Context: an optimization exercise on an open-source flow, tuned for small area and a short achievable clock period. The choices shown serve that exercise and are no tape-out recipe. In this exercise RTL edits were held to simulation tests only and were not proved equivalent to the original.

Setup of run A:
==> flow/design.v (excerpt) <==
module DLL_RX_TOP (
    input  wire         clk,
    input  wire         rst,
    input  wire         DL_Down,
    input  wire [127:0] I_DLL,
    input  wire         In_vld,
    input  wire [5:0]   In_len,
    input  wire         In_end,
    input  wire         In_type,
    input  wire         initiate_ack,
    input  wire         initiate_nak,
    output wire [127:0] Data_o,
    output wire         Data_vld,
    output wire         Data_end,
    output wire [5:0]   Data_len,
    output wire [11:0]  req_seq_num,
    output wire         schedule_ack,
    output wire         NAK_SCHEDULED,
    output wire         CRC_CHK_vld_dllp,
    output wire         ack_nak_time_out
);
Size: about 3100 cells after synthesis, roughly 660 flip-flops, about 290 I/O pins, ~0.040 mm^2 of cells after synthesis.
Settings: LEC_CHECK=0, CAP_MARGIN=20, CORE_MARGIN=2, CORE_UTILIZATION=40, SLEW_MARGIN=20, SYNTH_HIERARCHICAL=1; clock period 40.0 ns.
standard.sh (not shown) runs the stock make flow with config.mk's settings and CLKGATE_MAP_FILE= SYNTH_SCRIPT=/design/flow/synth_recipe.tcl, a recipe that flattens the netlist after the stock synthesis.
==> flow/flow/run.sh <==
#!/bin/bash
# The standard ORFS layout (standard.sh), with two settings changed:
#  - ports are buffered with sky130_fd_sc_hd__buf_1 instead of the resizer's
#    default choice (a delay cell);
#  - repair_timing aims for 22 ns of setup slack, so it speeds up the
#    combinational DLLP check from the I_DLL ports to CRC_CHK_vld_dllp.
# ORFS writes each step's log under orfs/logs; make's output goes to standard.log.
set -o pipefail
bash standard.sh BUFFER_PORTS_ARGS="-buffer_cell sky130_fd_sc_hd__buf_1" \
  SETUP_SLACK_MARGIN=22 finish > standard.log 2>&1
> inputs changed (run A -> run B)
# run A
export LEC_CHECK = 0
export CAP_MARGIN = 20
export CORE_MARGIN = 2
export CORE_UTILIZATION = 40
export SLEW_MARGIN = 20
export SYNTH_HIERARCHICAL = 1
create_clock -name core_clock -period 40.0 [get_ports {clk}]
# run B
export LEC_CHECK = 0
export CAP_MARGIN = 20
export CORE_MARGIN = 2
export CORE_UTILIZATION = 40
export CTS_BUF_LIST = sky130_fd_sc_hd__clkbuf_8
export CTS_CLUSTER_DIAMETER = 100
export CTS_CLUSTER_SIZE = 14
export SLEW_MARGIN = 20
create_clock -name core_clock -period 40.0 [get_ports {clk}]
==> flow/flow/run.sh <==
#!/bin/bash
# The standard ORFS layout (standard.sh), with these changes:
#  - synthesis is synth_recipe.tcl with ABC's mapping script replaced by an
#    area-oriented one (flow/synth.tcl, flow/abc_area.script);
#  - ports are buffered with sky130_fd_sc_hd__buf_1 instead of the resizer's
#    default choice (a delay cell);
#  - repair_timing aims for 22 ns of setup slack, so it speeds up the
#    combinational DLLP check from the I_DLL ports to CRC_CHK_vld_dllp.
# ORFS writes each step's log under orfs/logs; make's output goes to standard.log.
set -o pipefail
export FLOW_DIR=$PWD/flow
export FLOW_SYNTH_TCL=$PWD/synth_recipe.tcl
bash standard.sh SYNTH_SCRIPT=$PWD/flow/synth.tcl \
  BUFFER_PORTS_ARGS="-buffer_cell sky130_fd_sc_hd__buf_1" \
  finish > standard.log 2>&1
==> flow/flow/abc_area.script (new file) <==
&get -n
&st
&dch
&nf -R 1000
&put
==> flow/flow/synth.tcl (new file) <==
# The standard flow's synthesis script (synth_recipe.tcl, unchanged), with ABC's mapping
# script replaced: abc maps with flow/abc_area.script, and, when set, the
# modules listed in ABC_SPEED_MODULES with ORFS's own abc_speed.script.
proc abc {args} {
  set i [lsearch -exact $args -script]
  set speed $args
  lset args [expr {$i + 1}] $::env(FLOW_DIR)/abc_area.script
  if {[info exists ::env(ABC_SPEED_MODULES)] && $::env(ABC_SPEED_MODULES) ne ""} {
    foreach m $::env(ABC_SPEED_MODULES) { yosys abc {*}$speed $m }
  }
  yosys abc {*}$args
}
source $::env(FLOW_SYNTH_TCL)
Findings:
- Min portion of the layout cell area used by clock cells across run A and run B: run B
- Run B against run A: worst hold-check slack has decreased; number of violations of the max-capacitance limit ~0 delta; area of all sequential standard cells was more or less identical.
- Run B has critical path depth below what run A had.
- Die area: higher on run A
- The routed wire length on met3 reported for run B is greater than that of run A by about 2.1%.
Changes in run C relative to run B:
diff --git a/flow/flow/run.sh b/flow/flow/run.sh
--- a/flow/flow/run.sh
+++ b/flow/flow/run.sh
@@ -6,3 +6,3 @@
 #    default choice (a delay cell);
-#  - repair_timing aims for 22 ns of setup slack, so it speeds up the
+#  - repair_timing aims for 23 ns of setup slack, so it speeds up the
 #    combinational DLLP check from the I_DLL ports to CRC_CHK_vld_dllp.
@@ -14,2 +14,2 @@
   BUFFER_PORTS_ARGS="-buffer_cell sky130_fd_sc_hd__buf_1" \
-  finish > standard.log 2>&1
+  SETUP_SLACK_MARGIN=23 finish > standard.log 2>&1
[summary]
The wire length on met1 reported for run C is smaller than that of run B by about 0.7%.
Run C vs run B, first-iteration DRC count went down by 1.5%.
For the met1 usage, run C came in 0.29 points lower than run B did.
Lower global routing usage on met2 was reported by run B, not run C.
Run C: post-cts repair resize count 69 above run B
Comparing the two runs side by side, run C comes out ahead of run B on pre-CTS worst setup slack.
A highest routing layer actually used of met4 is what run C shows, while met5 belongs to run B.
Compared with run B, placement density in the core of run C is higher.
When the final numbers for run C and run B were put side by side, the setup slack of the critical path after layout turned out to be greater in run C.


Setup of build 8:
DLL_RX_TOP again, from the RTL that the note above started with.
Settings: LEC_CHECK=0, CAP_MARGIN=20, CORE_MARGIN=2, CORE_UTILIZATION=40, CTS_BUF_LIST=sky130_fd_sc_hd__clkbuf_8, SLEW_MARGIN=20; clock period 40.0 ns.
==> flow/flow/run.sh <==
#!/bin/bash
# The standard ORFS layout (standard.sh), with two settings changed:
#  - ports are buffered with sky130_fd_sc_hd__buf_1 instead of the resizer's
#    default choice (a delay cell);
#  - repair_timing aims for 22 ns of setup slack, so it speeds up the
#    combinational DLLP check from the I_DLL ports to CRC_CHK_vld_dllp.
# ORFS writes each step's log under orfs/logs; make's output goes to standard.log.
set -o pipefail
bash standard.sh BUFFER_PORTS_ARGS="-buffer_cell sky130_fd_sc_hd__buf_1" \
  SETUP_SLACK_MARGIN=22 finish > standard.log 2>&1
Looking at the reports, build 8 completed the entire flow and the layout it produced met the timing, DRC and antenna checks.
#### Input delta (build 11 over build 8)
Settings: an added SYNTH_HIERARCHICAL of 1; a deleted CTS_BUF_LIST that had been sky130_fd_sc_hd__clkbuf_8.
==> flow/flow/run.sh <==
#!/bin/bash
# The standard ORFS layout (standard.sh), with these changes:
#  - synthesis is synth_recipe.tcl with ABC's mapping script replaced by an
#    area-oriented one (flow/synth.tcl, flow/abc_area.script);
#  - ports are buffered with sky130_fd_sc_hd__buf_1 instead of the resizer's
#    default choice (a delay cell);
#  - repair_timing aims for 22 ns of setup slack, so it speeds up the
#    combinational DLLP check from the I_DLL ports to CRC_CHK_vld_dllp.
# ORFS writes each step's log under orfs/logs; make's output goes to standard.log.
set -o pipefail
export ABC_SPEED_MODULES=CRC_CHK
export FLOW_DIR=$PWD/flow
export FLOW_SYNTH_TCL=$PWD/synth_recipe.tcl
bash standard.sh SYNTH_SCRIPT=$PWD/flow/synth.tcl \
  BUFFER_PORTS_ARGS="-buffer_cell sky130_fd_sc_hd__buf_1" \
  SETUP_SLACK_MARGIN=22 finish > standard.log 2>&1
==> flow/flow/abc_area.script (new file) <==
&get -n
&st
&dch
&nf -R 1000
&put
==> flow/flow/synth.tcl (new file) <==
# The standard flow's synthesis script (synth_recipe.tcl, unchanged), with ABC's mapping
# script replaced: abc maps with flow/abc_area.script, and, when set, the
# modules listed in ABC_SPEED_MODULES with ORFS's own abc_speed.script.
proc abc {args} {
  set i [lsearch -exact $args -script]
  set speed $args
  lset args [expr {$i + 1}] $::env(FLOW_DIR)/abc_area.script
  if {[info exists ::env(ABC_SPEED_MODULES)] && $::env(ABC_SPEED_MODULES) ne ""} {
    foreach m $::env(ABC_SPEED_MODULES) { yosys abc {*}$speed $m }
  }
  yosys abc {*}$args
}
source $::env(FLOW_SYNTH_TCL)
### Flow results
Build 8 ended up with multi-input gates as its leading cell category by total area; build 11 ended up with sequential cells.
I_DLL[120] as the launching element of the worst setup path was reported by build 11, and I_DLL[113] by build 8.
Compared to build 8, build 11 has number of antenna violations at the first check in global routing 3 higher.
Changes observed in build 11 relative to build 8: overall via count from detail_route dropped 1194, simple-gate share of the synthesized area dropped 0.84 points, post-layout utilization of the core climbed 0.46 points, area after synthesis dropped 9.2%.
#### Input delta (build 2 over build 11)
Settings: CAP_MARGIN changed from 20 to 0; CTS_BUF_LIST newly set to sky130_fd_sc_hd__clkbuf_8; CTS_CLUSTER_DIAMETER newly set to 100; SLEW_MARGIN changed from 20 to 0; CTS_CLUSTER_SIZE newly set to 14; SYNTH_HIERARCHICAL removed (was 1).
==> flow/flow/run.sh <==
#!/bin/bash
# The standard ORFS layout (standard.sh), with these changes:
#  - synthesis is synth_recipe.tcl with ABC's mapping script replaced by an
#    area-oriented one (flow/synth.tcl, flow/abc_area.script);
#  - ports are buffered with sky130_fd_sc_hd__buf_1 instead of the resizer's
#    default choice (a delay cell);
#  - repair_timing aims for 23 ns of setup slack, so it speeds up the
#    combinational DLLP check from the I_DLL ports to CRC_CHK_vld_dllp.
# ORFS writes each step's log under orfs/logs; make's output goes to standard.log.
set -o pipefail
export FLOW_DIR=$PWD/flow
export FLOW_SYNTH_TCL=$PWD/synth_recipe.tcl
bash standard.sh SYNTH_SCRIPT=$PWD/flow/synth.tcl \
  BUFFER_PORTS_ARGS="-buffer_cell sky130_fd_sc_hd__buf_1" \
  SETUP_SLACK_MARGIN=23 finish > standard.log 2>&1
==> flow/flow/abc_area.script <==
&get -n
&st
&synch2
&nf -R 1000
&put
==> notes.md <==
Compared build 2 against build 11; wire length after detailed routing within noise.
Build 2: met1 layer usage reported by global route 1.4 points above build 11
Summary of build 2 over build 11: total number of cells along the worst setup path decreased by 1 relative to the old numbers, worst setup slack increased by 0.10 ns relative to the old numbers.

## what the ideal ports hide
The flow's constraints put no driver on any port. The routed layouts listed below were extracted and timed again, unchanged, in two steps. Step 1 assumes that a clkbuf_16 drives the clock port and a buf_2 every other input. Step 2 moves the port delays by t, midway between the first and last clock arrival at a register: inputs arrive t later, outputs are due t later. That takes back most of the time a late clock gives input paths. Three values: ideal ports, drivers, drivers and shift; two values: the first two.
run	t, ns	setup WS [ns]	worst setup path at the end	latest minus earliest clock arrival (ns)
run A	0.702	21.779 / 21.737 / 21.737	input to output	0.025 / 0.024
run B	0.775	21.142 / 21.110 / 21.110	input to output	0.085 / 0.085
run C	0.787	22.027 / 21.974 / 21.974	input to output	0.085 / 0.085
build 8	0.827	21.918 / 21.898 / 21.898	input to output	0.069 / 0.069
build 11	0.689	21.796 / 21.751 / 21.751	input to output	0.026 / 0.026
build 2	0.760	21.901 / 21.863 / 21.863	input to output	0.039 / 0.039
After both steps every run listed still meets setup and hold. For run C, which loses most, drivers alone change the setup slack by -0.053 ns; drivers and shift together by -0.053 ns.
